This is an optimization exercise on Yosys and OpenROAD, whose aim is small area, not a production implementation.
In this exercise RTL edits were held to simulation tests only and were not proved equivalent to the original.
The flow treats the clock pin as an ideal source, which a real chip does not have.

==> design/flow/design.v <==
`timescale 1ns / 1ps
module rp_acq (
    input clk,
    input rst_n,
    input [31:0] gpio_data,
    input [13:0] adc_dat_a_in,
    input ext_trig,
    output [7:0] led_o,
    output [31:0] BRAM_write_address,
    output [31:0] BRAM_write_data,
    output [3:0] BRAM_wren
);
    reg c_st;             
    reg c_prev;           
    reg c_start;          
    reg [23:0] samples;
    reg [23:0] repsn;     
    reg [5:0] hops;       
    always @(posedge clk) begin
        c_prev <= rst_n & gpio_data[31];
        if (!rst_n) begin
            c_st <= 1'b0;
            c_start <= 1'b0;
            samples <= 24'd0;
            repsn <= 24'hffffff;
            hops <= 6'd0;
        end else begin
            c_st <= ~c_st & (gpio_data[31] ^ c_prev);
            c_start <= c_st & (gpio_data[30:24] == 7'b0000001);
            if (c_st && gpio_data[30:25] == 6'b111110) samples <= gpio_data[23:0];
            if (c_st && gpio_data[30:25] == 6'b111111) repsn <= ~gpio_data[23:0];
            if (c_st && gpio_data[30:25] == 6'b111101) hops <= gpio_data[5:0];
        end
    end
    reg [1:0] st;
    reg last_trig;
    reg [2:0] pc;         
    reg [23:0] slat;      
    reg [23:0] rcn;       
    reg [13:0] xr;        
    reg [24:0] widx;      
    wire run = st[1] & st[0];
    wire [25:0] wc;
    wire [24:0] winc;
    assign wc[0] = 1'b1;
    genvar gi;
    generate for (gi = 0; gi < 25; gi = gi + 1) begin : g_winc
        assign winc[gi] = widx[gi] ^ wc[gi];
        assign wc[gi + 1] = widx[gi] & wc[gi];
    end endgenerate
    wire last = (winc[23:0] == slat);
    wire rdc = run & last;
    wire [24:0] rb;
    wire [23:0] rnext;
    assign rb[0] = 1'b1;
    generate for (gi = 0; gi < 24; gi = gi + 1) begin : g_rdec
        assign rnext[gi] = rcn[gi] ^ (rb[gi] & rdc);
        assign rb[gi + 1] = rcn[gi] & rb[gi];
    end endgenerate
    wire pc_last = pc[2] & ~pc[1];
    always @(posedge clk) begin
        if (st == 2'd0) rcn <= repsn;
        else rcn <= rnext;
    end
    always @(posedge clk) begin
        last_trig <= ext_trig;
        if (!rst_n) begin
            st <= 2'd0;
            xr <= 14'd0;
        end else begin
            case (st)
                2'd0: begin
                    if (c_start) st <= 2'd1;
                end
                2'd1: begin
                    pc <= 3'd0;
                    if (&rcn) st <= 2'd0;
                    else if (ext_trig & ~last_trig) st <= 2'd2;
                end
                2'd2: begin
                    pc <= {pc[1:0], ~pc[2]};
                    if (pc_last) begin
                        st <= 2'd3;
                        slat <= samples;
                        xr <= adc_dat_a_in;
                    end
                end
                2'd3: begin
                    xr <= adc_dat_a_in;
                    if (last) begin
                        st <= 2'd1;
                    end
                end
            endcase
        end
    end
    always @(posedge clk) begin
        if (rst_n & run) widx <= winc;
        else widx <= {25{1'b1}};
    end
    reg [5:0] ph;         
    reg [5:0] ph1;        
    wire [13:0] x = {xr[13], ~xr[12:0]};    
    wire [6:0] pcy;
    wire [5:0] pnext;
    assign pcy[0] = 1'b0;
    generate for (gi = 0; gi < 6; gi = gi + 1) begin : g_ph
        assign pnext[gi] = ph[gi] ^ hops[gi] ^ pcy[gi];
        assign pcy[gi + 1] = (ph[gi] & hops[gi]) | (ph[gi] & pcy[gi]) | (hops[gi] & pcy[gi]);
    end endgenerate
    always @(posedge clk) begin
        if (!rst_n) ph <= 6'd0;
        else ph <= pnext;
        ph1 <= ph;
    end
    wire [31:0] pdec;
    genvar gp;
    generate for (gp = 0; gp < 32; gp = gp + 1) begin : g_pdec
        assign pdec[gp] = (ph1[4:0] == gp);
    end endgenerate
    wire [14:0] mag;
    assign mag[0] = |(pdec & 32'hf194b5e4);
    assign mag[1] = |(pdec & 32'ha1f2feec);
    assign mag[2] = |(pdec & 32'ha50a9036);
    assign mag[3] = |(pdec & 32'h2a262db8);
    assign mag[4] = |(pdec & 32'h35d4c484);
    assign mag[5] = |(pdec & 32'h50be33fe);
    assign mag[6] = |(pdec & 32'h42d0851a);
    assign mag[7] = |(pdec & 32'hc7d6b53c);
    assign mag[8] = |(pdec & 32'h3a0afd80);
    assign mag[9] = |(pdec & 32'h5616d22a);
    assign mag[10] = |(pdec & 32'h9b4ee566);
    assign mag[11] = |(pdec & 32'h493ef9b4);
    assign mag[12] = |(pdec & 32'h38fefe38);
    assign mag[13] = |(pdec & 32'h07feffc0);
    assign mag[14] = |(pdec & 32'h00010000);
    wire s = ph1[5];
    wire [14:0] xb = {x, 1'b0};
    wire one0 = xb[1] ^ xb[0];
    wire two0 = (xb[2] & ~xb[1] & ~xb[0]) | (~xb[2] & xb[1] & xb[0]);
    wire neg0 = xb[2] ^ s;
    wire one1 = xb[3] ^ xb[2];
    wire two1 = (xb[4] & ~xb[3] & ~xb[2]) | (~xb[4] & xb[3] & xb[2]);
    wire neg1 = xb[4] ^ s;
    wire one2 = xb[5] ^ xb[4];
    wire two2 = (xb[6] & ~xb[5] & ~xb[4]) | (~xb[6] & xb[5] & xb[4]);
    wire neg2 = xb[6] ^ s;
    wire one3 = xb[7] ^ xb[6];
    wire two3 = (xb[8] & ~xb[7] & ~xb[6]) | (~xb[8] & xb[7] & xb[6]);
    wire neg3 = xb[8] ^ s;
    wire one4 = xb[9] ^ xb[8];
    wire two4 = (xb[10] & ~xb[9] & ~xb[8]) | (~xb[10] & xb[9] & xb[8]);
    wire neg4 = xb[10] ^ s;
    wire one5 = xb[11] ^ xb[10];
    wire two5 = (xb[12] & ~xb[11] & ~xb[10]) | (~xb[12] & xb[11] & xb[10]);
    wire neg5 = xb[12] ^ s;
    wire one6 = xb[13] ^ xb[12];
    wire two6 = (xb[14] & ~xb[13] & ~xb[12]) | (~xb[14] & xb[13] & xb[12]);
    wire neg6 = xb[14] ^ s;
    wire w0 = one0 & mag[0];
    wire w1 = neg0 & ~(one0 & mag[0]);
    wire w2 = ((one0 & mag[1]) | (two0 & mag[0])) ^ neg0;
    wire w3 = ((one0 & mag[2]) | (two0 & mag[1])) ^ neg0;
    wire w4 = ((one0 & mag[3]) | (two0 & mag[2])) ^ neg0;
    wire w5 = ((one0 & mag[4]) | (two0 & mag[3])) ^ neg0;
    wire w6 = ((one0 & mag[5]) | (two0 & mag[4])) ^ neg0;
    wire w7 = ((one0 & mag[6]) | (two0 & mag[5])) ^ neg0;
    wire w8 = ((one0 & mag[7]) | (two0 & mag[6])) ^ neg0;
    wire w9 = ((one0 & mag[8]) | (two0 & mag[7])) ^ neg0;
    wire w10 = ((one0 & mag[9]) | (two0 & mag[8])) ^ neg0;
    wire w11 = ((one0 & mag[10]) | (two0 & mag[9])) ^ neg0;
    wire w12 = ((one0 & mag[11]) | (two0 & mag[10])) ^ neg0;
    wire w13 = ((one0 & mag[12]) | (two0 & mag[11])) ^ neg0;
    wire w14 = ((one0 & mag[13]) | (two0 & mag[12])) ^ neg0;
    wire w15 = ((one0 & mag[14]) | (two0 & mag[13])) ^ neg0;
    wire w16 = ((one0 & 1'b0) | (two0 & mag[14])) ^ neg0;
    wire w17 = ~neg0;
    wire w18 = one1 & mag[0];
    wire w19 = neg1 & ~(one1 & mag[0]);
    wire w20 = ((one1 & mag[1]) | (two1 & mag[0])) ^ neg1;
    wire w21 = ((one1 & mag[2]) | (two1 & mag[1])) ^ neg1;
    wire w22 = ((one1 & mag[3]) | (two1 & mag[2])) ^ neg1;
    wire w23 = ((one1 & mag[4]) | (two1 & mag[3])) ^ neg1;
    wire w24 = ((one1 & mag[5]) | (two1 & mag[4])) ^ neg1;
    wire w25 = ((one1 & mag[6]) | (two1 & mag[5])) ^ neg1;
    wire w26 = ((one1 & mag[7]) | (two1 & mag[6])) ^ neg1;
    wire w27 = ((one1 & mag[8]) | (two1 & mag[7])) ^ neg1;
    wire w28 = ((one1 & mag[9]) | (two1 & mag[8])) ^ neg1;
    wire w29 = ((one1 & mag[10]) | (two1 & mag[9])) ^ neg1;
    wire w30 = ((one1 & mag[11]) | (two1 & mag[10])) ^ neg1;
    wire w31 = ((one1 & mag[12]) | (two1 & mag[11])) ^ neg1;
    wire w32 = ((one1 & mag[13]) | (two1 & mag[12])) ^ neg1;
    wire w33 = ((one1 & mag[14]) | (two1 & mag[13])) ^ neg1;
    wire w34 = ((one1 & 1'b0) | (two1 & mag[14])) ^ neg1;
    wire w35 = ~neg1;
    wire w36 = one2 & mag[0];
    wire w37 = neg2 & ~(one2 & mag[0]);
    wire w38 = ((one2 & mag[1]) | (two2 & mag[0])) ^ neg2;
    wire w39 = ((one2 & mag[2]) | (two2 & mag[1])) ^ neg2;
    wire w40 = ((one2 & mag[3]) | (two2 & mag[2])) ^ neg2;
    wire w41 = ((one2 & mag[4]) | (two2 & mag[3])) ^ neg2;
    wire w42 = ((one2 & mag[5]) | (two2 & mag[4])) ^ neg2;
    wire w43 = ((one2 & mag[6]) | (two2 & mag[5])) ^ neg2;
    wire w44 = ((one2 & mag[7]) | (two2 & mag[6])) ^ neg2;
    wire w45 = ((one2 & mag[8]) | (two2 & mag[7])) ^ neg2;
    wire w46 = ((one2 & mag[9]) | (two2 & mag[8])) ^ neg2;
    wire w47 = ((one2 & mag[10]) | (two2 & mag[9])) ^ neg2;
    wire w48 = ((one2 & mag[11]) | (two2 & mag[10])) ^ neg2;
    wire w49 = ((one2 & mag[12]) | (two2 & mag[11])) ^ neg2;
    wire w50 = ((one2 & mag[13]) | (two2 & mag[12])) ^ neg2;
    wire w51 = ((one2 & mag[14]) | (two2 & mag[13])) ^ neg2;
    wire w52 = ((one2 & 1'b0) | (two2 & mag[14])) ^ neg2;
    wire w53 = ~neg2;
    wire w54 = one3 & mag[0];
    wire w55 = neg3 & ~(one3 & mag[0]);
    wire w56 = ((one3 & mag[1]) | (two3 & mag[0])) ^ neg3;
    wire w57 = ((one3 & mag[2]) | (two3 & mag[1])) ^ neg3;
    wire w58 = ((one3 & mag[3]) | (two3 & mag[2])) ^ neg3;
    wire w59 = ((one3 & mag[4]) | (two3 & mag[3])) ^ neg3;
    wire w60 = ((one3 & mag[5]) | (two3 & mag[4])) ^ neg3;
    wire w61 = ((one3 & mag[6]) | (two3 & mag[5])) ^ neg3;
    wire w62 = ((one3 & mag[7]) | (two3 & mag[6])) ^ neg3;
    wire w63 = ((one3 & mag[8]) | (two3 & mag[7])) ^ neg3;
    wire w64 = ((one3 & mag[9]) | (two3 & mag[8])) ^ neg3;
    wire w65 = ((one3 & mag[10]) | (two3 & mag[9])) ^ neg3;
    wire w66 = ((one3 & mag[11]) | (two3 & mag[10])) ^ neg3;
    wire w67 = ((one3 & mag[12]) | (two3 & mag[11])) ^ neg3;
    wire w68 = ((one3 & mag[13]) | (two3 & mag[12])) ^ neg3;
    wire w69 = ((one3 & mag[14]) | (two3 & mag[13])) ^ neg3;
    wire w70 = ((one3 & 1'b0) | (two3 & mag[14])) ^ neg3;
    wire w71 = ~neg3;
    wire w72 = one4 & mag[0];
    wire w73 = neg4 & ~(one4 & mag[0]);
    wire w74 = ((one4 & mag[1]) | (two4 & mag[0])) ^ neg4;
    wire w75 = ((one4 & mag[2]) | (two4 & mag[1])) ^ neg4;
    wire w76 = ((one4 & mag[3]) | (two4 & mag[2])) ^ neg4;
    wire w77 = ((one4 & mag[4]) | (two4 & mag[3])) ^ neg4;
    wire w78 = ((one4 & mag[5]) | (two4 & mag[4])) ^ neg4;
    wire w79 = ((one4 & mag[6]) | (two4 & mag[5])) ^ neg4;
    wire w80 = ((one4 & mag[7]) | (two4 & mag[6])) ^ neg4;
    wire w81 = ((one4 & mag[8]) | (two4 & mag[7])) ^ neg4;
    wire w82 = ((one4 & mag[9]) | (two4 & mag[8])) ^ neg4;
    wire w83 = ((one4 & mag[10]) | (two4 & mag[9])) ^ neg4;
    wire w84 = ((one4 & mag[11]) | (two4 & mag[10])) ^ neg4;
    wire w85 = ((one4 & mag[12]) | (two4 & mag[11])) ^ neg4;
    wire w86 = ((one4 & mag[13]) | (two4 & mag[12])) ^ neg4;
    wire w87 = ((one4 & mag[14]) | (two4 & mag[13])) ^ neg4;
    wire w88 = ((one4 & 1'b0) | (two4 & mag[14])) ^ neg4;
    wire w89 = ~neg4;
    wire w90 = one5 & mag[0];
    wire w91 = neg5 & ~(one5 & mag[0]);
    wire w92 = ((one5 & mag[1]) | (two5 & mag[0])) ^ neg5;
    wire w93 = ((one5 & mag[2]) | (two5 & mag[1])) ^ neg5;
    wire w94 = ((one5 & mag[3]) | (two5 & mag[2])) ^ neg5;
    wire w95 = ((one5 & mag[4]) | (two5 & mag[3])) ^ neg5;
    wire w96 = ((one5 & mag[5]) | (two5 & mag[4])) ^ neg5;
    wire w97 = ((one5 & mag[6]) | (two5 & mag[5])) ^ neg5;
    wire w98 = ((one5 & mag[7]) | (two5 & mag[6])) ^ neg5;
    wire w99 = ((one5 & mag[8]) | (two5 & mag[7])) ^ neg5;
    wire w100 = ((one5 & mag[9]) | (two5 & mag[8])) ^ neg5;
    wire w101 = ((one5 & mag[10]) | (two5 & mag[9])) ^ neg5;
    wire w102 = ((one5 & mag[11]) | (two5 & mag[10])) ^ neg5;
    wire w103 = ((one5 & mag[12]) | (two5 & mag[11])) ^ neg5;
    wire w104 = ((one5 & mag[13]) | (two5 & mag[12])) ^ neg5;
    wire w105 = ((one5 & mag[14]) | (two5 & mag[13])) ^ neg5;
    wire w106 = ((one5 & 1'b0) | (two5 & mag[14])) ^ neg5;
    wire w107 = ~neg5;
    wire w108 = one6 & mag[0];
    wire w109 = neg6 & ~(one6 & mag[0]);
    wire w110 = ((one6 & mag[1]) | (two6 & mag[0])) ^ neg6;
    wire w111 = ((one6 & mag[2]) | (two6 & mag[1])) ^ neg6;
    wire w112 = ((one6 & mag[3]) | (two6 & mag[2])) ^ neg6;
    wire w113 = ((one6 & mag[4]) | (two6 & mag[3])) ^ neg6;
    wire w114 = ((one6 & mag[5]) | (two6 & mag[4])) ^ neg6;
    wire w115 = ((one6 & mag[6]) | (two6 & mag[5])) ^ neg6;
    wire w116 = ((one6 & mag[7]) | (two6 & mag[6])) ^ neg6;
    wire w117 = ((one6 & mag[8]) | (two6 & mag[7])) ^ neg6;
    wire w118 = ((one6 & mag[9]) | (two6 & mag[8])) ^ neg6;
    wire w119 = ((one6 & mag[10]) | (two6 & mag[9])) ^ neg6;
    wire w120 = ((one6 & mag[11]) | (two6 & mag[10])) ^ neg6;
    wire w121 = ((one6 & mag[12]) | (two6 & mag[11])) ^ neg6;
    wire w122 = ((one6 & mag[13]) | (two6 & mag[12])) ^ neg6;
    wire w123 = ((one6 & mag[14]) | (two6 & mag[13])) ^ neg6;
    wire w124 = ((one6 & 1'b0) | (two6 & mag[14])) ^ neg6;
    wire w125 = ~neg6;
    wire w126 = w12 ^ w28;
    wire w127 = w12 & w28;
    wire w128 = w13 ^ w29 ^ w45;
    wire w129 = (w13 & w29) | (w13 & w45) | (w29 & w45);
    wire w130 = w14 ^ w30 ^ w46;
    wire w131 = (w14 & w30) | (w14 & w46) | (w30 & w46);
    wire w132 = w62 ^ w78;
    wire w133 = w62 & w78;
    wire w134 = w15 ^ w31 ^ w47;
    wire w135 = (w15 & w31) | (w15 & w47) | (w31 & w47);
    wire w136 = w63 ^ w79;
    wire w137 = w63 & w79;
    wire w138 = w16 ^ w32 ^ w48;
    wire w139 = (w16 & w32) | (w16 & w48) | (w32 & w48);
    wire w140 = w64 ^ w80;
    wire w141 = w64 & w80;
    wire w142 = neg0 ^ w33 ^ w49;
    wire w143 = (neg0 & w33) | (neg0 & w49) | (w33 & w49);
    wire w144 = w65 ^ w81;
    wire w145 = w65 & w81;
    wire w146 = neg0 ^ w34 ^ w50;
    wire w147 = (neg0 & w34) | (neg0 & w50) | (w34 & w50);
    wire w148 = w66 ^ w82;
    wire w149 = w66 & w82;
    wire w150 = w17 ^ w35 ^ w51;
    wire w151 = (w17 & w35) | (w17 & w51) | (w35 & w51);
    wire w152 = w67 ^ w83;
    wire w153 = w67 & w83;
    wire w154 = 1'b1 ^ w52 ^ w68;
    wire w155 = (1'b1 & w52) | (1'b1 & w68) | (w52 & w68);
    wire w156 = w8 ^ w24;
    wire w157 = w8 & w24;
    wire w158 = w9 ^ w25 ^ w41;
    wire w159 = (w9 & w25) | (w9 & w41) | (w25 & w41);
    wire w160 = w10 ^ w26 ^ w42;
    wire w161 = (w10 & w26) | (w10 & w42) | (w26 & w42);
    wire w162 = w58 ^ w73;
    wire w163 = w58 & w73;
    wire w164 = w11 ^ w27 ^ w43;
    wire w165 = (w11 & w27) | (w11 & w43) | (w27 & w43);
    wire w166 = w59 ^ w75 ^ w90;
    wire w167 = (w59 & w75) | (w59 & w90) | (w75 & w90);
    wire w168 = w44 ^ w60 ^ w76;
    wire w169 = (w44 & w60) | (w44 & w76) | (w60 & w76);
    wire w170 = w91 ^ w92 ^ w126;
    wire w171 = (w91 & w92) | (w91 & w126) | (w92 & w126);
    wire w172 = w61 ^ w77 ^ w93;
    wire w173 = (w61 & w77) | (w61 & w93) | (w77 & w93);
    wire w174 = w108 ^ w127 ^ w128;
    wire w175 = (w108 & w127) | (w108 & w128) | (w127 & w128);
    wire w176 = w94 ^ w109 ^ w110;
    wire w177 = (w94 & w109) | (w94 & w110) | (w109 & w110);
    wire w178 = w132 ^ w129 ^ w130;
    wire w179 = (w132 & w129) | (w132 & w130) | (w129 & w130);
    wire w180 = w95 ^ w111 ^ w133;
    wire w181 = (w95 & w111) | (w95 & w133) | (w111 & w133);
    wire w182 = w136 ^ w131 ^ w134;
    wire w183 = (w136 & w131) | (w136 & w134) | (w131 & w134);
    wire w184 = w96 ^ w112 ^ w137;
    wire w185 = (w96 & w112) | (w96 & w137) | (w112 & w137);
    wire w186 = w140 ^ w135 ^ w138;
    wire w187 = (w140 & w135) | (w140 & w138) | (w135 & w138);
    wire w188 = w97 ^ w113 ^ w141;
    wire w189 = (w97 & w113) | (w97 & w141) | (w113 & w141);
    wire w190 = w144 ^ w139 ^ w142;
    wire w191 = (w144 & w139) | (w144 & w142) | (w139 & w142);
    wire w192 = w98 ^ w114 ^ w145;
    wire w193 = (w98 & w114) | (w98 & w145) | (w114 & w145);
    wire w194 = w148 ^ w143 ^ w146;
    wire w195 = (w148 & w143) | (w148 & w146) | (w143 & w146);
    wire w196 = w99 ^ w115 ^ w149;
    wire w197 = (w99 & w115) | (w99 & w149) | (w115 & w149);
    wire w198 = w152 ^ w147 ^ w150;
    wire w199 = (w152 & w147) | (w152 & w150) | (w147 & w150);
    wire w200 = w84 ^ w100 ^ w116;
    wire w201 = (w84 & w100) | (w84 & w116) | (w100 & w116);
    wire w202 = w153 ^ w151 ^ w154;
    wire w203 = (w153 & w151) | (w153 & w154) | (w151 & w154);
    wire w204 = w53 ^ w69 ^ w85;
    wire w205 = (w53 & w69) | (w53 & w85) | (w69 & w85);
    wire w206 = w101 ^ w117 ^ w155;
    wire w207 = (w101 & w117) | (w101 & w155) | (w117 & w155);
    wire w208 = 1'b1 ^ w70 ^ w86;
    wire w209 = (1'b1 & w70) | (1'b1 & w86) | (w70 & w86);
    wire w210 = w102 ^ w118;
    wire w211 = w102 & w118;
    wire w212 = w71 ^ w87 ^ w103;
    wire w213 = (w71 & w87) | (w71 & w103) | (w87 & w103);
    wire w214 = 1'b1 ^ w88;
    wire w215 = 1'b1 & w88;
    wire w216 = w6 ^ w22;
    wire w217 = w6 & w22;
    wire w218 = w7 ^ w23 ^ w39;
    wire w219 = (w7 & w23) | (w7 & w39) | (w23 & w39);
    wire w220 = w40 ^ w55 ^ w56;
    wire w221 = (w40 & w55) | (w40 & w56) | (w55 & w56);
    wire w222 = w57 ^ w72 ^ w157;
    wire w223 = (w57 & w72) | (w57 & w157) | (w72 & w157);
    wire w224 = w74 ^ w162 ^ w159;
    wire w225 = (w74 & w162) | (w74 & w159) | (w162 & w159);
    wire w226 = w163 ^ w161 ^ w164;
    wire w227 = (w163 & w161) | (w163 & w164) | (w161 & w164);
    wire w228 = w165 ^ w167 ^ w168;
    wire w229 = (w165 & w167) | (w165 & w168) | (w167 & w168);
    wire w230 = w169 ^ w172 ^ w171;
    wire w231 = (w169 & w172) | (w169 & w171) | (w172 & w171);
    wire w232 = w173 ^ w176 ^ w175;
    wire w233 = (w173 & w176) | (w173 & w175) | (w176 & w175);
    wire w234 = w177 ^ w180 ^ w179;
    wire w235 = (w177 & w180) | (w177 & w179) | (w180 & w179);
    wire w236 = w181 ^ w184 ^ w183;
    wire w237 = (w181 & w184) | (w181 & w183) | (w184 & w183);
    wire w238 = w185 ^ w188 ^ w187;
    wire w239 = (w185 & w188) | (w185 & w187) | (w188 & w187);
    wire w240 = w189 ^ w192 ^ w191;
    wire w241 = (w189 & w192) | (w189 & w191) | (w192 & w191);
    wire w242 = w193 ^ w196 ^ w195;
    wire w243 = (w193 & w196) | (w193 & w195) | (w196 & w195);
    wire w244 = w200 ^ w197 ^ w199;
    wire w245 = (w200 & w197) | (w200 & w199) | (w197 & w199);
    wire w246 = w201 ^ w204 ^ w203;
    wire w247 = (w201 & w204) | (w201 & w203) | (w204 & w203);
    wire w248 = w210 ^ w205 ^ w208;
    wire w249 = (w210 & w205) | (w210 & w208) | (w205 & w208);
    wire w250 = w119 ^ w211 ^ w209;
    wire w251 = (w119 & w211) | (w119 & w209) | (w211 & w209);
    wire w252 = w104 ^ w120 ^ w214;
    wire w253 = (w104 & w120) | (w104 & w214) | (w120 & w214);
    wire w254 = w89 ^ w105 ^ w121;
    wire w255 = (w89 & w105) | (w89 & w121) | (w105 & w121);
    wire w256 = 1'b1 ^ w106;
    wire w257 = 1'b1 & w106;
    wire w258 = w4 ^ w19;
    wire w259 = w4 & w19;
    wire w260 = w5 ^ w21 ^ w36;
    wire w261 = (w5 & w21) | (w5 & w36) | (w21 & w36);
    wire w262 = w37 ^ w38 ^ w216;
    wire w263 = (w37 & w38) | (w37 & w216) | (w38 & w216);
    wire w264 = w54 ^ w217 ^ w218;
    wire w265 = (w54 & w217) | (w54 & w218) | (w217 & w218);
    wire w266 = w156 ^ w219 ^ w220;
    wire w267 = (w156 & w219) | (w156 & w220) | (w219 & w220);
    wire w268 = w221 ^ w158 ^ w222;
    wire w269 = (w221 & w158) | (w221 & w222) | (w158 & w222);
    wire w270 = w160 ^ w223 ^ w224;
    wire w271 = (w160 & w223) | (w160 & w224) | (w223 & w224);
    wire w272 = w166 ^ w225 ^ w226;
    wire w273 = (w166 & w225) | (w166 & w226) | (w225 & w226);
    wire w274 = w170 ^ w227 ^ w228;
    wire w275 = (w170 & w227) | (w170 & w228) | (w227 & w228);
    wire w276 = w229 ^ w174 ^ w230;
    wire w277 = (w229 & w174) | (w229 & w230) | (w174 & w230);
    wire w278 = w178 ^ w231 ^ w232;
    wire w279 = (w178 & w231) | (w178 & w232) | (w231 & w232);
    wire w280 = w182 ^ w233 ^ w234;
    wire w281 = (w182 & w233) | (w182 & w234) | (w233 & w234);
    wire w282 = w186 ^ w235 ^ w236;
    wire w283 = (w186 & w235) | (w186 & w236) | (w235 & w236);
    wire w284 = w190 ^ w237 ^ w238;
    wire w285 = (w190 & w237) | (w190 & w238) | (w237 & w238);
    wire w286 = w194 ^ w239 ^ w240;
    wire w287 = (w194 & w239) | (w194 & w240) | (w239 & w240);
    wire w288 = w198 ^ w241 ^ w242;
    wire w289 = (w198 & w241) | (w198 & w242) | (w241 & w242);
    wire w290 = w202 ^ w243 ^ w244;
    wire w291 = (w202 & w243) | (w202 & w244) | (w243 & w244);
    wire w292 = w206 ^ w245 ^ w246;
    wire w293 = (w206 & w245) | (w206 & w246) | (w245 & w246);
    wire w294 = w207 ^ w248 ^ w247;
    wire w295 = (w207 & w248) | (w207 & w247) | (w248 & w247);
    wire w296 = w212 ^ w249 ^ w250;
    wire w297 = (w212 & w249) | (w212 & w250) | (w249 & w250);
    wire w298 = w213 ^ w252 ^ w251;
    wire w299 = (w213 & w252) | (w213 & w251) | (w252 & w251);
    wire w300 = w215 ^ w254 ^ w253;
    wire w301 = (w215 & w254) | (w215 & w253) | (w254 & w253);
    wire w302 = w122 ^ w256 ^ w255;
    wire w303 = (w122 & w256) | (w122 & w255) | (w256 & w255);
    wire w304 = w107 ^ w123 ^ w257;
    wire w305 = (w107 & w123) | (w107 & w257) | (w123 & w257);
    wire w306 = 1'b1 ^ w124;
    wire w307 = 1'b1 & w124;
    wire w308 = w1 ^ w2;
    wire w309 = w1 & w2;
    wire w310 = w3 ^ w18 ^ w309;
    wire w311 = (w3 & w18) | (w3 & w309) | (w18 & w309);
    wire w312 = w20 ^ w258 ^ w311;
    wire w313 = (w20 & w258) | (w20 & w311) | (w258 & w311);
    wire w314 = w259 ^ w260 ^ w313;
    wire w315 = (w259 & w260) | (w259 & w313) | (w260 & w313);
    wire w316 = w261 ^ w262 ^ w315;
    wire w317 = (w261 & w262) | (w261 & w315) | (w262 & w315);
    wire w318 = w263 ^ w264 ^ w317;
    wire w319 = (w263 & w264) | (w263 & w317) | (w264 & w317);
    wire w320 = w265 ^ w266 ^ w319;
    wire w321 = (w265 & w266) | (w265 & w319) | (w266 & w319);
    wire w322 = w267 ^ w268 ^ w321;
    wire w323 = (w267 & w268) | (w267 & w321) | (w268 & w321);
    wire w324 = w269 ^ w270;
    wire w325 = w269 & w270;
    wire w326 = w271 ^ w272 ^ w325;
    wire w327 = (w271 & w272) | (w271 & w325) | (w272 & w325);
    wire w328 = w273 ^ w274 ^ w327;
    wire w329 = (w273 & w274) | (w273 & w327) | (w274 & w327);
    wire w330 = w275 ^ w276 ^ w329;
    wire w331 = (w275 & w276) | (w275 & w329) | (w276 & w329);
    wire w332 = w277 ^ w278 ^ w331;
    wire w333 = (w277 & w278) | (w277 & w331) | (w278 & w331);
    wire w334 = w324 ^ w323;
    wire w335 = w323 & w324;
    wire w336 = w326 ^ w335;
    wire w337 = w324 & w326;
    wire w338 = w323 & w337;
    wire w339 = w328 ^ w338;
    wire w340 = w337 & w328;
    wire w341 = w323 & w340;
    wire w342 = w330 ^ w341;
    wire w343 = w340 & w330;
    wire w344 = w323 & w343;
    wire w345 = w332 ^ w344;
    wire w346 = w343 & w332;
    wire w347 = w323 & w346;
    wire w348 = w333 | w347;
    wire w349 = w279 ^ w280;
    wire w350 = w279 & w280;
    wire w351 = w281 ^ w282 ^ w350;
    wire w352 = (w281 & w282) | (w281 & w350) | (w282 & w350);
    wire w353 = w283 ^ w284 ^ w352;
    wire w354 = (w283 & w284) | (w283 & w352) | (w284 & w352);
    wire w355 = w285 ^ w286 ^ w354;
    wire w356 = (w285 & w286) | (w285 & w354) | (w286 & w354);
    wire w357 = w287 ^ w288 ^ w356;
    wire w358 = (w287 & w288) | (w287 & w356) | (w288 & w356);
    wire w359 = w349 ^ w348;
    wire w360 = w348 & w349;
    wire w361 = w351 ^ w360;
    wire w362 = w349 & w351;
    wire w363 = w348 & w362;
    wire w364 = w353 ^ w363;
    wire w365 = w362 & w353;
    wire w366 = w348 & w365;
    wire w367 = w355 ^ w366;
    wire w368 = w365 & w355;
    wire w369 = w348 & w368;
    wire w370 = w357 ^ w369;
    wire w371 = w368 & w357;
    wire w372 = w348 & w371;
    wire w373 = w358 | w372;
    wire w374 = w289 ^ w290;
    wire w375 = w289 & w290;
    wire w376 = w291 ^ w292 ^ w375;
    wire w377 = (w291 & w292) | (w291 & w375) | (w292 & w375);
    wire w378 = w293 ^ w294 ^ w377;
    wire w379 = (w293 & w294) | (w293 & w377) | (w294 & w377);
    wire w380 = w296 ^ w295 ^ w379;
    wire w381 = (w296 & w295) | (w296 & w379) | (w295 & w379);
    wire w382 = w297 ^ w298 ^ w381;
    wire w383 = (w297 & w298) | (w297 & w381) | (w298 & w381);
    wire w384 = w374 ^ w373;
    wire w385 = w373 & w374;
    wire w386 = w376 ^ w385;
    wire w387 = w374 & w376;
    wire w388 = w373 & w387;
    wire w389 = w378 ^ w388;
    wire w390 = w387 & w378;
    wire w391 = w373 & w390;
    wire w392 = w380 ^ w391;
    wire w393 = w390 & w380;
    wire w394 = w373 & w393;
    wire w395 = w382 ^ w394;
    wire w396 = w393 & w382;
    wire w397 = w373 & w396;
    wire w398 = w383 | w397;
    wire w399 = w300 ^ w299;
    wire w400 = w300 & w299;
    wire w401 = w302 ^ w301 ^ w400;
    wire w402 = (w302 & w301) | (w302 & w400) | (w301 & w400);
    wire w403 = w304 ^ w303 ^ w402;
    wire w404 = (w304 & w303) | (w304 & w402) | (w303 & w402);
    wire w405 = w306 ^ w305 ^ w404;
    wire w406 = (w306 & w305) | (w306 & w404) | (w305 & w404);
    wire w407 = w125 ^ w307 ^ w406;
    wire w408 = (w125 & w307) | (w125 & w406) | (w307 & w406);
    wire w409 = w399 ^ w398;
    wire w410 = w398 & w399;
    wire w411 = w401 ^ w410;
    wire w412 = w399 & w401;
    wire w413 = w398 & w412;
    wire w414 = w403 ^ w413;
    wire w415 = w412 & w403;
    wire w416 = w398 & w415;
    wire w417 = w405 ^ w416;
    wire w418 = w415 & w405;
    wire w419 = w398 & w418;
    wire w420 = w407 ^ w419;
    wire w421 = w418 & w407;
    wire [28:0] pm = {w420, w417, w414, w411, w409, w395, w392, w389, w386, w384, w370, w367, w364, w361, w359, w345, w342, w339, w336, w334, w322, w320, w318, w316, w314, w312, w310, w308, w0};
    reg [28:0] prod;
    always @(posedge clk) prod <= pm;
    assign led_o = {6'd0, st};
    assign BRAM_wren = {4{run}};
    assign BRAM_write_address = {{5{widx[24]}}, widx, 2'b00};
    assign BRAM_write_data = {{3{prod[28]}}, prod};
endmodule
==> design/flow/flow/run.sh <==
#!/bin/bash
# Own layout flow: the standard synthesis, then the combinational logic
# between the standard synthesis's registers and adder cells is re-mapped for
# area with ABC (registers, full and half adders and tie cells are kept as
# they are), then the standard layout with a minimum-size buffer on every
# port.  Each tool writes its full output to a log file in this folder.
set -euo pipefail
W=$PWD
F=$W/flow
R=$W/orfs/results/${FLOW_PLATFORM}/rp_acq/base
YOSYS=${FLOW_HOME}/../tools/install/yosys/bin/yosys
[ -x "$YOSYS" ] || YOSYS=yosys
LIB=${FLOW_HOME}/platforms/${FLOW_PLATFORM}/lib/sky130_fd_sc_hd__tt_025C_1v80.lib

bash standard.sh synth > $W/log_1_standard_synth.log 2>&1
cp $R/1_2_yosys.v $W/standard_synth.v

python3 $F/reopt.py $W/standard_synth.v $W/reopt_in.v > $W/log_2_reopt_py.log 2>&1
bash $F/reopt.sh $W/reopt_in.v $W/reopt_out.v $W > $W/log_3_reopt.log 2>&1
cp $W/reopt_out.v $R/1_2_yosys.v

CTS="-sink_clustering_enable -repair_clock_nets -dont_use_dummy_load -buf_list sky130_fd_sc_hd__clkbuf_8 -sink_clustering_size 20 -sink_clustering_max_diameter 40"
MK=(BUFFER_PORTS_ARGS="-buffer_cell sky130_fd_sc_hd__buf_1" CTS_ARGS="$CTS")
bash standard.sh "${MK[@]}" cts > $W/log_4_standard_to_cts.log 2>&1
CTS_ODB=$R/4_cts.odb CTS_BIG=50 CTS_SMALL=25 openroad -no_init -exit $F/cts_resize.tcl > $W/log_5_cts_resize.log 2>&1
bash standard.sh "${MK[@]}" finish > $W/log_6_standard_layout.log 2>&1
==> design/flow/flow/abc.constr <==
set_driving_cell sky130_fd_sc_hd__buf_1
set_load 5
==> design/flow/flow/cts_resize.tcl <==
# Size each clock tree buffer by the number of flip-flop clock pins it
# drives, so no clock pin sees a slow edge, then re-legalize the placement.
read_db $::env(CTS_ODB)
set block [ord::get_db_block]
set db [ord::get_db]
proc master {name} { return [[ord::get_db] findMaster $name] }
set changed 0
foreach inst [$block getInsts] {
  set m [[$inst getMaster] getName]
  if {![string match "sky130_fd_sc_hd__clkbuf_*" $m]} { continue }
  set out [$inst findITerm X]
  if {$out == "NULL"} { continue }
  set net [$out getNet]
  if {$net == "NULL" || [$net getSigType] != "CLOCK"} { continue }
  set ff 0
  set bufs 0
  set xs {}
  set ys {}
  foreach it [$net getITerms] {
    set bb [[$it getInst] getBBox]
    lappend xs [$bb xMin]
    lappend ys [$bb yMin]
    if {[$it isOutputSignal]} { continue }
    set mm [[$it getInst] getMaster]
    if {[string match "*clkbuf*" [$mm getName]]} { incr bufs } else { incr ff }
  }
  if {$bufs > 0} { continue }
  # estimated load in fF: about 2 fF per clock pin and 0.25 fF per um of
  # the pins' half perimeter
  set hpwl [expr {([tcl::mathfunc::max {*}$xs] - [tcl::mathfunc::min {*}$xs] + [tcl::mathfunc::max {*}$ys] - [tcl::mathfunc::min {*}$ys]) / 1000.0}]
  set load [expr {2.0 * $ff + 0.25 * $hpwl}]
  if {$load > $::env(CTS_BIG)} {
    set want sky130_fd_sc_hd__clkbuf_16
  } elseif {$load <= $::env(CTS_SMALL)} {
    set want sky130_fd_sc_hd__clkbuf_4
  } else {
    set want sky130_fd_sc_hd__clkbuf_8
  }
  if {$want != $m} {
    puts "[$inst getName]: $ff flip-flops, load about $load fF, $m -> $want"
    $inst swapMaster [master $want]
    incr changed
  }
}
puts "clock buffers resized: $changed"
detailed_placement
check_placement -verbose
write_db $::env(CTS_ODB)
==> design/flow/flow/libfunc.py <==
"""Read combinational cell functions from the sky130hd liberty file and turn
an ABC-mapped gate netlist into Verilog assign statements."""
import re

def lib_functions(path):
    txt = open(path).read()
    funcs = {}
    for m in re.finditer(r'\n\s*cell\s*\(\s*"?(\w+)"?\s*\)\s*\{', txt):
        name = m.group(1)
        start = m.end()
        nxt = txt.find('\n    cell (', start)
        body = txt[start:nxt if nxt > 0 else len(txt)]
        outs = {}
        for pm in re.finditer(r'pin\s*\(\s*"?(\w+)"?\s*\)\s*\{', body):
            pb = body[pm.end():pm.end() + 4000]
            d = re.search(r'direction\s*:\s*"?(\w+)"?', pb)
            f = re.search(r'function\s*:\s*"([^"]*)"', pb)
            if d and d.group(1) == 'output' and f:
                outs[pm.group(1)] = f.group(1)
        if outs:
            funcs[name] = outs
    return funcs

def to_verilog_expr(f, pins):
    # liberty: ! not, & or space and, | or + or, ^ xor
    e = f.replace('!', '~').replace('+', '|')
    e = re.sub(r'\)\s+\(', ')&(', e)
    e = re.sub(r'(\w)\s+(\w)', r'\1&\2', e)
    e = re.sub(r'(\w)\s+\(', r'\1&(', e)
    e = re.sub(r'\)\s+(\w)', r')&\1', e)
    e = re.sub(r'\b([A-Z]\w*)\b', lambda m: '(%s)' % pins[m.group(1)] if m.group(1) in pins else m.group(0), e)
    return e

import subprocess, os, tempfile
ABC = '/OpenROAD-flow-scripts/tools/install/yosys/bin/yosys-abc'
LIB = '/OpenROAD-flow-scripts/flow/platforms/sky130hd/lib/sky130_fd_sc_hd__tt_025C_1v80.lib'
DONT = ['sky130_fd_sc_hd__probe_p_8', 'sky130_fd_sc_hd__probec_p_8']

def abc_map(blif_text, script, prefix):
    """Optimize and map a BLIF with ABC; return (verilog assign lines, area)."""
    d = tempfile.mkdtemp()
    fi = os.path.join(d, 'in.blif'); fo = os.path.join(d, 'out.blif')
    open(fi, 'w').write(blif_text)
    cmd = 'read_lib -w %s; read %s; %s; print_stats; write_blif %s' % (LIB, fi, script, fo)
    r = subprocess.run([ABC, '-c', cmd], capture_output=True, text=True)
    area = re.findall(r'area\s*=\s*([0-9.]+)', r.stdout)
    funcs = lib_functions(LIB)
    lines = []
    txt = open(fo).read().replace('\\\n', ' ')
    n = 0
    for ln in txt.split('\n'):
        ln = ln.strip()
        if ln.startswith('.gate'):
            parts = ln.split()[1:]
            cell = parts[0]
            pins = dict(p.split('=') for p in parts[1:])
            outs = funcs[cell]
            for op, f in outs.items():
                if op in pins:
                    lines.append('    assign %s = %s;' % (pins[op], to_verilog_expr(f, pins)))
        elif ln.startswith('.names'):
            parts = ln.split()[1:]
            lines.append(('NAMES', parts))
    # handle .names (constants / buffers) simply
    out = []
    tl = txt.split('\n')
    i = 0
    while i < len(tl):
        ln = tl[i].strip()
        if ln.startswith('.names'):
            parts = ln.split()[1:]
            rows = []
            i += 1
            while i < len(tl) and tl[i].strip() and not tl[i].strip().startswith('.'):
                rows.append(tl[i].strip()); i += 1
            if len(parts) == 1:
                out.append("    assign %s = 1'b%d;" % (parts[0], 1 if rows and rows[0] == '1' else 0))
            elif len(parts) == 2 and rows in (['1 1'],):
                out.append('    assign %s = %s;' % (parts[1], parts[0]))
            elif len(parts) == 2 and rows in (['0 1'],):
                out.append('    assign %s = ~%s;' % (parts[1], parts[0]))
            else:
                raise Exception('names %s %s' % (parts, rows))
            continue
        i += 1
    return [l for l in lines if not isinstance(l, tuple)] + out, float(area[-1]) if area else None
==> design/flow/flow/reopt.py <==
#!/usr/bin/env python3
"""Prepare a mapped sky130 netlist (flat, one module) for re-mapping its
combinational logic: single-output combinational cells become assign
statements; flip-flops, full/half adders and tie cells stay as instances.
Full adders with two or three inverted inputs are flipped
(FA(~a,~b,~c) = ~FA(a,b,c)), so the inverters can cancel; half adders with
an unused output become a plain gate.
usage: reopt.py in.v out.v"""
import re, sys
sys.path.insert(0, __file__.rsplit('/', 1)[0])
import libfunc

KEEP = re.compile(r'sky130_fd_sc_hd__(fa|ha|dfxtp|edfxtp|dfrtp|conb|dfstp|sdf|edf)')
INV = re.compile(r'sky130_fd_sc_hd__(inv|clkinv)_\d+$')

def esc(n):
    return n + ' ' if n.startswith('\\') else n

def main(fi, fo):
    net = open(fi).read()
    funcs = libfunc.lib_functions(libfunc.LIB)
    m = re.search(r'module\s+(\w+)\s*\((.*?)\);(.*)endmodule', net, re.S)
    top, ports, body = m.group(1), m.group(2), m.group(3)
    stmts = [s.strip() for s in body.split(';') if s.strip()]
    cells = []   # [type, name, pins dict] or None for plain statements
    other = []
    for s in stmts:
        mi = re.match(r'(sky130_fd_sc_hd__\w+)\s+(\S+)\s*\((.*)\)$', s, re.S)
        if mi:
            pins = dict((a, b.strip()) for a, b in re.findall(r'\.(\w+)\(([^()]*)\)', mi.group(3)))
            cells.append([mi.group(1), mi.group(2), pins])
        else:
            other.append(s)
    outpins = ('X', 'Y', 'Q', 'Q_N', 'SUM', 'COUT', 'HI', 'LO')
    use = {}
    for t, n, p in cells:
        for k, v in p.items():
            if k not in outpins and v:
                use[v] = use.get(v, 0) + 1
    for s in other:
        if s.startswith('assign'):
            rhs = s.split('=', 1)[1]
            for v in re.findall(r'(\\\S+|[A-Za-z_][\w$]*(?:\s*\[\d+\])?)', rhs):
                v = v.strip()
                use[v] = use.get(v, 0) + 1
    inv_of = {}
    for t, n, p in cells:
        if INV.match(t):
            inv_of[p['Y']] = p['A']
    extra = []
    wires = []
    cnt = [0]
    def newnet():
        cnt[0] += 1
        w = 'reopt_n%d' % cnt[0]
        wires.append(w)
        return w
    # Choose a polarity for every full adder (flipped: it gets complemented
    # inputs and gives complemented outputs) to need as few inverters as
    # possible.  A net's value is traced back through inverters to a base
    # net; a base driven by other logic is taken to be free in either
    # polarity, one driven by a flip-flop or half adder is true only.
    drv = {}
    for i, (t, n, p) in enumerate(cells):
        for k, v in p.items():
            if k in outpins and v:
                drv[v] = i
    def base(v):
        r = 0
        while v in inv_of:
            v = inv_of[v]; r ^= 1
        return v, r
    fas = [i for i, c in enumerate(cells) if re.match(r'sky130_fd_sc_hd__fa_\d', c[0])]
    fa_idx = dict((i, j) for j, i in enumerate(fas))
    pol = [0] * len(fas)
    # requirements: base -> list of (kind, fa index or None, parity)
    req = {}
    for i, (t, n, p) in enumerate(cells):
        if INV.match(t):
            continue
        generic = not KEEP.match(t)
        for k, v in p.items():
            if k in outpins or not v:
                continue
            b, r = base(v)
            if i in fa_idx:
                req.setdefault(b, []).append((fa_idx[i], r))
            elif not generic:
                req.setdefault(b, []).append((None, r))
    for s_ in other:
        if s_.startswith('assign'):
            rhs = s_.split('=', 1)[1].strip()
            b, r = base(rhs)
            req.setdefault(b, []).append((None, r))
    def src_pol(b):
        j = drv.get(b)
        if j is None:
            return 0
        if j in fa_idx:
            return ('fa', fa_idx[j])
        if KEEP.match(cells[j][0]):
            return 0
        return None   # generic logic: free
    bases = list(req.keys())
    bsrc = dict((b, src_pol(b)) for b in bases)
    def cost_of(b):
        sp = bsrc[b]
        if sp is None:
            return 0
        have = pol[sp[1]] if isinstance(sp, tuple) else 0
        need = set((r ^ (pol[j] if j is not None else 0)) for j, r in req[b])
        return 1 if any(x != have for x in need) else 0
    touch = {}
    for b in bases:
        sp = bsrc[b]
        if isinstance(sp, tuple):
            touch.setdefault(sp[1], set()).add(b)
        for j, r in req[b]:
            if j is not None:
                touch.setdefault(j, set()).add(b)
    improved = True
    rounds = 0
    while improved and rounds < 50:
        improved = False
        rounds += 1
        for j in range(len(fas)):
            bs = touch.get(j, ())
            before = sum(cost_of(b) for b in bs)
            pol[j] ^= 1
            after = sum(cost_of(b) for b in bs)
            if after < before:
                improved = True
            else:
                pol[j] ^= 1
    flips = 0
    for j, i in enumerate(fas):
        if not pol[j]:
            continue
        flips += 1
        t, n, p = cells[i]
        new = []
        for k in ('A', 'B', 'CIN'):
            w = newnet()
            extra.append('assign %s = ~%s;' % (w, esc(p[k])))
            p[k] = w
        for k in ('SUM', 'COUT'):
            o = p.get(k, '')
            if o:
                w = newnet()
                extra.append('assign %s = ~%s;' % (esc(o), w))
                p[k] = w
    out = ['module %s(%s);' % (top, ports)]
    for s in other:
        out.append('  ' + s + ' ;')
    for w in wires:
        out.append('  wire %s;' % w)
    ha_fixed = 0
    for t, n, p in cells:
        if re.match(r'sky130_fd_sc_hd__ha_\d', t):
            s_, c_ = p.get('SUM', ''), p.get('COUT', '')
            if not s_ or use.get(s_, 0) == 0:
                out.append('  assign %s = %s & %s;' % (esc(c_), esc(p['A']), esc(p['B'])))
                ha_fixed += 1
                continue
            if not c_ or use.get(c_, 0) == 0:
                out.append('  assign %s = %s ^ %s;' % (esc(s_), esc(p['A']), esc(p['B'])))
                ha_fixed += 1
                continue
        if KEEP.match(t):
            out.append('  %s %s (%s);' % (t, n, ', '.join('.%s(%s)' % (k, esc(v)) for k, v in p.items())))
            continue
        pe = dict((k, esc(v)) for k, v in p.items())
        for op, f in funcs[t].items():
            if op in p and p[op]:
                out.append('  assign %s = %s;' % (pe[op], libfunc.to_verilog_expr(f, pe)))
    for s in extra:
        out.append('  ' + s)
    out.append('endmodule')
    open(fo, 'w').write('\n'.join(out) + '\n')
    print('full adders flipped: %d, half adders made plain gates: %d' % (flips, ha_fixed))

if __name__ == '__main__':
    main(sys.argv[1], sys.argv[2])
==> design/flow/flow/reopt.sh <==
#!/bin/bash
# Re-map the combinational logic of $1 (prepared by reopt.py) with several
# ABC scripts in parallel (deepsyn is randomized: several seeds) and keep the
# smallest result as $2.  Each run's full output goes to a log in $3.
set -uo pipefail
IN=$1; OUT=$2; LOGDIR=$3
F=$(cd "$(dirname "$0")" && pwd)
YOSYS=${FLOW_HOME}/../tools/install/yosys/bin/yosys
[ -x "$YOSYS" ] || YOSYS=yosys
LIB=${FLOW_HOME}/platforms/${FLOW_PLATFORM}/lib/sky130_fd_sc_hd__tt_025C_1v80.lib
T=${REOPT_SECONDS:-90}
N=${REOPT_SEEDS:-6}
POST="; topo; stime -c; buffer -c; upsize -c; dnsize -c"
scripts=("strash; &get -n; &dch -f; &nf -a -R 1000; &put$POST")
for s in $(seq 1 $N); do
  scripts+=("strash; &get -n; &deepsyn -T $T -S $s; &dch -f; &nf -a -R 1000; &put$POST")
done
pids=()
for i in "${!scripts[@]}"; do
  d=$LOGDIR/reopt_$i; mkdir -p $d
  echo "${scripts[$i]}" | tr ';' '\n' | sed 's/^ *//' > $d/script.abc
  ( $YOSYS -p "read_liberty -lib $LIB; read_verilog $IN; hierarchy -top ${FLOW_TOP}; opt -purge; techmap; opt -fast; abc -liberty $LIB -dont_use *probe* -dont_use *lpflow* -D 8000 -constr $F/abc.constr -script $d/script.abc; opt_clean -purge; setundef -zero; hilomap -singleton -hicell sky130_fd_sc_hd__conb_1 HI -locell sky130_fd_sc_hd__conb_1 LO; splitnets; opt_clean -purge; check; tee -o $d/stat.txt stat -liberty $LIB; write_verilog -noattr -nohex -nodec $d/out.v" > $LOGDIR/log_3_reopt_run$i.log 2>&1 ) &
  pids+=($!)
done
for p in "${pids[@]}"; do wait $p || true; done
best=""; bestA=""
for i in "${!scripts[@]}"; do
  d=$LOGDIR/reopt_$i
  a=$(grep "Chip area" $d/stat.txt 2>/dev/null | awk '{print $NF}')
  [ -n "$a" ] && [ -s $d/out.v ] || continue
  echo "run $i: area $a: ${scripts[$i]}"
  if [ -z "$bestA" ] || awk "BEGIN{exit !($a < $bestA)}"; then best=$i; bestA=$a; fi
done
echo "kept run $best, area $bestA"
cp $LOGDIR/reopt_$best/out.v $OUT
==> design/flow/standard.sh <==
#!/bin/bash
# synth_recipe.tcl (not shown) runs the flow's synth.tcl, then flattens the netlist and writes it again
# the make line also repeats each setting of config.mk as NAME=value (left out here)
make -C /OpenROAD-flow-scripts/flow DESIGN_CONFIG=/design/flow/config.mk WORK_HOME=/design/flow/orfs CLKGATE_MAP_FILE= SYNTH_SCRIPT=/design/flow/synth_recipe.tcl "${@:-finish}"
==> design/flow/config.mk <==
export PLATFORM = sky130hd
export DESIGN_NAME = rp_acq
export DESIGN_NICKNAME = rp_acq
export VERILOG_FILES = /design/flow/design.v
export SDC_FILE = /design/flow/constraint.sdc
export NUM_CORES = 8
export LEC_CHECK = 0
export ABC_AREA = 1
export CAP_MARGIN = 10
export CORE_MARGIN = 2
export CORE_UTILIZATION = 40
export GPL_TIMING_DRIVEN = 0
export SETUP_SLACK_MARGIN = 0.1
export SLEW_MARGIN = 10
==> design/flow/constraint.sdc <==
create_clock -name core_clock -period 8.0 [get_ports {clk}]
set_input_delay 1.6000 -clock core_clock [delete_from_list [all_inputs] [get_ports {clk}]]
set_output_delay 1.6000 -clock core_clock [all_outputs]
set_load 0.01 [all_outputs]
==> results of run 1 <==
-- final cells by class --
| cell class | count | area [µm²] |
|---|---|---|
| fillers | 2768 | 15100 |
| well taps | 384 | 480 |
| inverters | 56 | 210 |
| repair buffers | 143 | 638 |
| clock buffers | 17 | 256 |
| flip-flops and latches | 191 | 4110 |
| plain buffers | 68 | 355 |
| multi-input cells | 874 | 7670 |
-- through the flow --
| stage | cells | utilization | area (µm²) | setup slack, ps |
|---|---|---|---|---|
| after global placement | 1689 | 0.441 | 12700 | -1610 |
| after floorplan | 1189 | - | 11800 | 156 |
| final | 1733 | 0.475 | 13700 | 383 |
| after global routing | 1733 | 0.475 | 13700 | 67.0 |
| after detailed placement | 1689 | 0.443 | 12800 | -1570 |
| after CTS | 1717 | 0.463 | 13400 | 105 |
-- metal layers --
layer  vias to the layer above  share of wire
li1                       4452              -
met1                      4569           0.44
met2                       335           0.46
met3                        83          0.064
met4                         2          0.039
met5                         -        0.00037
-- worst register-to-register path: cells and delay by family (launching register included) --
kind | cells | cell delay (ps)
and+or+nand+nor | 8 | 1490
adders and majority gates | 9 | 3770
AOI/OAI and AO/OA | 4 | 910
xor gates and xnor gates | 2 | 300
buffers and inverters | 5 | 620
DFF | 1 | 380
-- timing repair --
| item | CTS | global route |
|---|---|---|
| buffers inserted | 11 | 16 |
| resized for setup | 71 | 72 |
| hold buffers | 0 | 0 |
| pin swaps | 14 | 32 |
| endpoints found under the setup margin | 13 | 18 |
-- state kept, by name, indices dropped and copies added (netlist names) --
register	flops
prod	29
widx	25
rcn	24
repsn	24
samples	24
slat	24
xr	14
hops	6
ph1	6
ph	6
pc	3
st	2
c_prev	1
c_st	1
c_start	1
last_trig	1
-- placed cells by master (no fill, tap or decap), drive strengths merged, types with 3 or more instances in the layout --
master and n:
and2 12, nand2 67, o21ai 26, edfxtp 27, nand3b 3, a22o 46
a21oi 50, inv 56, a2111oi 4, o31ai 14, dfxtp 164, a31oi 3
or2 14, fa 98, nor4 9, and3 17, a22oi 27, nor2 88
xor2 49, nor3 12, nand4 10, buf 159, conb 8, nand2b 6
o22ai 79, nand3 28, nor2b 10, clkbuf 69, and4 4, ha 49
a21o 7, xnor2 111
-- final timing paths --
path / start / end / slack, ps
worst min-delay path: ph[0] / ph1[0] / 370
worst min register to register: ph[0] / ph1[0] / 370
worst max register to register: ph1[2] / prod[28] / 380
worst max-delay path: ph1[2] / prod[28] / 380
==> results_dict.tcl, run 1 <==
set metrics [dict create \
    finalSetupViolCount 0 \
    required_ps 8380 \
    rsz0062_at_grt "true" \
    slew_headroom 0.282 \
    grt.met1_usage 0.284 \
    cp_common_cell "fa_1" \
    port-buffer-count 116 \
    diodes 0 \
    start_util 0.408 \
    drtIter0Drc 704 \
    fmax_mhz 131 \
    ctsRootBufferMaster "clkbuf_8" \
    vias 9441 \
    post-route-min-period_ps 7620 \
    rr_worst_depth 28 \
    fin_setup_tns_ps 0 \
    synth_cells 1182 \
    ant_nets 0 \
    yosysWarnings 1 \
    cp-end-kind "flop" \
    crit_path_top_delay_cell "fa_1" \
    maxSlewViolCount 0 \
    synth_area_per_cell_um2 9.97 \
    via_per_inst 5.45 \
    nNetsFinal 1547 \
    clk_latency_ps 500 \
    hold_path_class "reg2reg" \
    worst_slew_pin_slew_ps 1070 \
    die_x_um 176 \
    tritoncts "yes" \
    pin_count 125 \
    fin_crit_sh 0.952 \
    grt_pass1_vias 9384 \
    dp_hpwl_mm 24.9 \
    cts_made_buffers 17 \
    arrival_ps 8000 \
    wl_mm 32.6 \
    antenna_found_initial 1 \
    drive_above_1_share 0.120 \
    htree_levels 4 \
    grt_usage 0.216 \
    critPathTopFamily "adder cells" \
    cts_buffer_depth 2 \
    cp.depth 28 \
    startpoint_type "flop" \
    clkTransAtPathRegs_ps 80 \
    critPathBufInv 5 \
    min_path_cells 0 \
    drc_errors 0 \
    dieArea_um2 30800 \
    grt_max_degree 25 \
    grt_pass1_wl_mm 51.4 \
    fin_worst_hold_slack_ps 366 \
    core_um2 28900 \
    finalHoldViolCount 0 \
    cts_sinks 191 \
    run_status "complete, no violations" \
    post_drt_wl_per_cell_um 18.8 \
    grt_overflow 0 \
    critPathMaxStageDelay_ps 510 \
    place_congestion 0.941 \
    grtUsageMet3 0.0403 \
    syn_area_um2 11800 \
    skew_ps 27.0 \
    gr-max-usage-layer "met2" \
    placementRows 62 \
    use_met2 0.340 \
    crit_type "reg2reg" \
    dr.pass1.iters 5 \
    dieHeight_um 176 \
    syn_to_final_growth_pct 16.4 \
    cap_violations 0 \
    cp_max_fo 10 \
]
==> run 2: changes to the inputs <==
--- a/design/flow/design.v
+++ b/design/flow/design.v
@@ -14,23 +14,19 @@
     reg c_prev;           
     reg c_start;          
     reg [23:0] samples;
-    reg [23:0] repsn;     
+    reg [23:0] reps;
     reg [5:0] hops;       
+    wire [23:0] gd = gpio_data[23:0] & {24{rst_n}};
+    wire cmd_s = c_st & (gpio_data[30:25] == 6'b111110);
+    wire cmd_r = c_st & (gpio_data[30:25] == 6'b111111);
+    wire cmd_h = c_st & (gpio_data[30:25] == 6'b111101);
     always @(posedge clk) begin
         c_prev <= rst_n & gpio_data[31];
-        if (!rst_n) begin
-            c_st <= 1'b0;
-            c_start <= 1'b0;
-            samples <= 24'd0;
-            repsn <= 24'hffffff;
-            hops <= 6'd0;
-        end else begin
-            c_st <= ~c_st & (gpio_data[31] ^ c_prev);
-            c_start <= c_st & (gpio_data[30:24] == 7'b0000001);
-            if (c_st && gpio_data[30:25] == 6'b111110) samples <= gpio_data[23:0];
-            if (c_st && gpio_data[30:25] == 6'b111111) repsn <= ~gpio_data[23:0];
-            if (c_st && gpio_data[30:25] == 6'b111101) hops <= gpio_data[5:0];
-        end
+        c_st <= rst_n & ~c_st & (gpio_data[31] ^ c_prev);
+        c_start <= rst_n & c_st & (gpio_data[30:24] == 7'b0000001);
+        if (cmd_s | ~rst_n) samples <= gd;
+        if (cmd_r | ~rst_n) reps <= gd;
+        if (cmd_h | ~rst_n) hops <= gd[5:0];
     end
     reg [1:0] st;
     reg last_trig;
@@ -59,7 +55,7 @@
     end endgenerate
     wire pc_last = pc[2] & ~pc[1];
     always @(posedge clk) begin
-        if (st == 2'd0) rcn <= repsn;
+        if (st == 2'd0) rcn <= ~reps;
         else rcn <= rnext;
     end
     always @(posedge clk) begin
==> design/flow/flow/reopt.sh (replaced) <==
#!/bin/bash
# Re-map the combinational logic of $1 (prepared by reopt.py) with several
# ABC scripts in parallel, then keep as $2 the smallest result whose worst
# setup slack (without wires) is at least REOPT_MIN_WNS ns, or the one with
# the best slack if none is.  Each run's full output goes to a log in $3.
set -uo pipefail
IN=$1; OUT=$2; LOGDIR=$3
F=$(cd "$(dirname "$0")" && pwd)
YOSYS=${FLOW_HOME}/../tools/install/yosys/bin/yosys
[ -x "$YOSYS" ] || YOSYS=yosys
P=${FLOW_HOME}/platforms/${FLOW_PLATFORM}
export LIB=$P/lib/sky130_fd_sc_hd__tt_025C_1v80.lib
export TECH_LEF=$P/lef/sky130_fd_sc_hd.tlef
export SC_LEF=$P/lef/sky130_fd_sc_hd_merged.lef
MINWNS=${REOPT_MIN_WNS:-0.3}
T=${REOPT_SECONDS:-60}
scripts=(
  "strash; &get -n; &dch -f; &nf -a -R 1000; &put"
  "strash; &get -n; &dch -f; &nf -R 1000; &put"
  "strash; &get -n; &syn2; &dch -f; &nf -R 1000; &put"
  "strash; &get -n; &syn2; &dch -f; &nf -a -R 1000; &put"
  "strash; &get -n; &dch -f; &nf -R 1000; &put; strash; &get -n; &dch -f; &nf -a -R 1000; &put"
  "strash; dc2; &get -n; &dch -f; &nf -R 1000; &put"
  "strash; &get -n; &deepsyn -T $T -S 1; &dch -f; &nf -R 1000; &put"
  "strash; &get -n; &deepsyn -T $T -S 2; &dch -f; &nf -R 1000; &put"
  "strash; &get -n; &deepsyn -T $T -S 3; &dch -f; &nf -R 1000; &put"
  "strash; &get -n; &deepsyn -T $T -S 4; &dch -f; &nf -R 1000; &put"
)
pids=()
for i in "${!scripts[@]}"; do
  d=$LOGDIR/reopt_$i; mkdir -p $d
  echo "${scripts[$i]}" | tr ';' '\n' | sed 's/^ *//' > $d/script.abc
  ( $YOSYS -p "read_liberty -lib $LIB; read_verilog $IN; hierarchy -top ${FLOW_TOP}; opt -purge; techmap; opt -fast; abc -liberty $LIB -dont_use *probe* -dont_use *lpflow* -script $d/script.abc; opt_clean -purge; setundef -zero; hilomap -singleton -hicell sky130_fd_sc_hd__conb_1 HI -locell sky130_fd_sc_hd__conb_1 LO; splitnets; opt_clean -purge; check; tee -o $d/stat.txt stat -liberty $LIB; write_verilog -noattr -nohex -nodec $d/out.v" > $LOGDIR/log_3_reopt_run$i.log 2>&1
    NET=$d/out.v openroad -no_init -exit $F/reopt_sta.tcl > $LOGDIR/log_3_reopt_sta$i.log 2>&1 ) &
  pids+=($!)
done
for p in "${pids[@]}"; do wait $p || true; done
best=""; bestA=""; bestW=""; fb=""; fbW=""
for i in "${!scripts[@]}"; do
  d=$LOGDIR/reopt_$i
  a=$(grep "Chip area" $d/stat.txt 2>/dev/null | awk '{print $NF}')
  w=$(grep "^WNS" $LOGDIR/log_3_reopt_sta$i.log 2>/dev/null | awk '{print $2}')
  [ -n "$a" ] && [ -n "$w" ] && [ -s $d/out.v ] || continue
  echo "run $i: area $a, slack $w: ${scripts[$i]}"
  if [ -z "$fbW" ] || awk "BEGIN{exit !($w > $fbW)}"; then fb=$i; fbW=$w; fi
  if awk "BEGIN{exit !($w >= $MINWNS)}"; then
    if [ -z "$bestA" ] || awk "BEGIN{exit !($a < $bestA)}"; then best=$i; bestA=$a; bestW=$w; fi
  fi
done
if [ -z "$best" ]; then best=$fb; fi
echo "kept run $best"
cp $LOGDIR/reopt_$best/out.v $OUT
==> design/flow/flow/reopt_sta.tcl (new file) <==
# Worst setup slack of a re-mapped netlist, without wires (used only to
# choose among the re-mapping candidates).
read_lef $::env(TECH_LEF)
read_lef $::env(SC_LEF)
read_liberty $::env(LIB)
read_verilog $::env(NET)
link_design $::env(FLOW_TOP)
read_sdc $::env(FLOW_SDC)
puts "WNS [worst_slack -max]"
removed: design/flow/flow/abc.constr
==> run 2 against run 1 <==
Critical endpoint unchanged; clock skew rose by 3.6 ps; clock-buffer cell count did not move; highest routed layer is now met4; first-iteration DRC count up 14%; non-clock buffer count is 56 lower; synthesized area up 1.7%; die area up 1.6%; via count is 5.7% lower.
==> results_dict.tcl, run 2 <==
set metrics [dict create \
    finalSetupViolCount 0 \
    grt_pass1_wl_mm 47.2 \
    cp_max_fo 13 \
    grt_pass1_vias 8644 \
    core_um2 29600 \
    grt_usage 0.196 \
    fin_crit_sh 0.958 \
    nNetsFinal 1478 \
    port-buffer-count 116 \
    min_path_cells 0 \
    min_from "ph[0]" \
    min_to "ph1[0]" \
    drive_above_1_share 0.0836 \
    syn_area_um2 12000 \
    grt_overflow 0 \
    post_drt_wl_per_cell_um 17.8 \
    arrival_ps 8030 \
    hold_path_class "reg2reg" \
    rr_worst_depth 26 \
    start_util 0.405 \
    dieArea_um2 31400 \
    finalWorstSetupSlack_ps 335 \
    slew_headroom 0.223 \
    tritoncts "yes" \
    top_register "prod" \
    crit_type "reg2reg" \
    fin_setup_tns_ps 0 \
    dp_hpwl_mm 22.0 \
    largest_reg_flops 29 \
    diodes 0 \
    r2r-end "prod[28]" \
    ctsRootBufferMaster "clkbuf_8" \
    dieHeight_um 177 \
    pin_count 125 \
    fmax_mhz 130 \
    cp-end-kind "flop" \
    placementRows 63 \
    yosysWarnings 1 \
    cts_made_buffers 17 \
    antenna_found_initial 0 \
    cts_buffer_depth 2 \
    finalHoldViolCount 0 \
    grt_max_degree 36 \
    startpoint_type "flop" \
    syn_to_final_growth_pct 15.7 \
    dr.pass1.iters 5 \
    place_congestion 0.872 \
    cap_violations 0 \
    die_x_um 177 \
    vias 8905 \
    required_ps 8360 \
    worst_slew_pin_slew_ps 1160 \
    via_per_inst 5.33 \
    worstReg2RegStart "ph1[2]" \
    run_status "complete, no violations" \
    wl_mm 29.8 \
    drtIter0Drc 800 \
    htree_levels 4 \
    ant_nets 0 \
    top_regs "prod x29, widx x25" \
    drc_errors 0 \
    place_inst 1625 \
    synth_area_per_cell_um2 10.9 \
    mostFrequentLayoutCells "115 x buf_1, 108 x xnor2_1, 104 x dfxtp_1" \
    post-route-min-period_ps 7670 \
    finalNonFillerCells 1670 \
    synth_cells 1101 \
    clk_latency_ps 500 \
    pre_cts_slack_ps -1200 \
    fin_worst_hold_slack_ps 345 \
    ff2ff_setup_slack_ps 330 \
    skew_ps 30.6 \
    layout_commonest_cell "buf_1" \
    maxSlewViolCount 0 \
    clkTransAtPathRegs_ps 80 \
    cts_sinks 191 \
]
run 2: cell types whose count changed in the layout (fill, tap and decap cells not counted), sizes merged, moves of 23 or more:
cell,before,now
o22ai,79,24
clkbuf,69,18
and2,12,35
a22o,46,1
edfxtp,27,81
inv,56,0
clkinv,0,50
a22oi,27,76
dfxtp,164,110
run 2: stage by stage:
step,instance area [µm²],utilization
floorplan,12000,-
global placement,12900,0.437
detailed placement,13100,0.445
CTS,13600,0.461
global route,13900,0.469
finish,13900,0.469
run 2: metal layers:
layer	track usage	vias up	part of all wire
li1	-	4263	-
met3	0.0434	41	0.057
met1	0.269	4304	0.46
met2	0.307	297	0.46
met4	0.0610	0	0.023
met5	0	-	0
run 2: worst max path at each step:
| stage | start | end | slack, ps | cells after the start |
|---|---|---|---|---|
| 3_3_place_gp | ph1[4] | prod[28] | -1980 | 25 |
| 5_1_grt | ph1[2] | prod[28] | -20 | 27 |
| 2_1_floorplan | ph1[4] | prod[28] | 220 | 25 |
| 3_5_place_dp | ph1[1] | prod[28] | -1200 | 26 |
| 4_1_cts | ph1[3] | prod[28] | 100 | 26 |
| 6_report | ph1[2] | prod[28] | 330 | 26 |
run 2: area by class of cell:
type	count	area (µm²)
Fill cell	2789	15700
Multi-Input combinational cell	867	7480
Sequential cell	191	4650
Timing Repair Buffer	155	801
Tap cell	390	488
Clock buffer	17	250
Inverter	50	188
run 2: worst max-delay path, stage by stage, from the launching register on:
cell and delay [ps]:
dfxtp_4 390, nor2b_2 200, nand2_2 140, nor2_1 110
nor3_2 300, nand3_2 150, or4_4 600, a22oi_2 230
xor2_1 120, fa_2 420, fa_1 490, fa_1 510
ha_1 230, fa_1 450, fa_1 440, clkinv_1 70
fa_1 210, fa_2 470, o31ai_4 240, nand2_2 90
or3_4 370, o31ai_4 330, nand4_1 220, o31ai_2 300
and3_4 230, nand3_1 90, xnor2_1 140
run 2: what timing repair did:
action / 4_1_cts / 5_1_grt
gates resized for setup: 29 / 27
endpoints found under the setup margin: 10 / 7
hold buffers: 0 / 0
hold endpoints to repair: 0 / 0
pin swaps: 8 / 13
setup buffers: 18 / 10

[port drivers added, routing unchanged]
The flow's constraints put no driver on any port. The routed layouts listed below were extracted and timed again, unchanged, in two steps.
Step 1 sets driving cells, clkbuf_16 on the clock port and buf_2 on the other inputs (assumed; they add their load-dependent delay and slew).
Step 2, shift: input delay + t, output delay - t, t = (earliest + latest rising clock arrival at the registers) / 2. This alone moves slack from input paths to output paths.
Slacks: ideal / step 1 / step 2; pairs: ideal / step 1.
| run | shift t [ns] | setup slack, ns | hold slack, ns | worst register clock-pin slew, ns | cell pins on the clock port's net |
|---|---|---|---|---|---|
| run 1 | 0.530 | 0.383 / 0.383 / 0.383 | 0.366 / 0.366 / 0.366 | 0.10 / 0.10 | 1 |
| run 2 | 0.528 | 0.335 / 0.335 / 0.335 | 0.345 / 0.345 / 0.345 | 0.10 / 0.10 | 1 |
After both steps setup and hold are still met in every run listed.
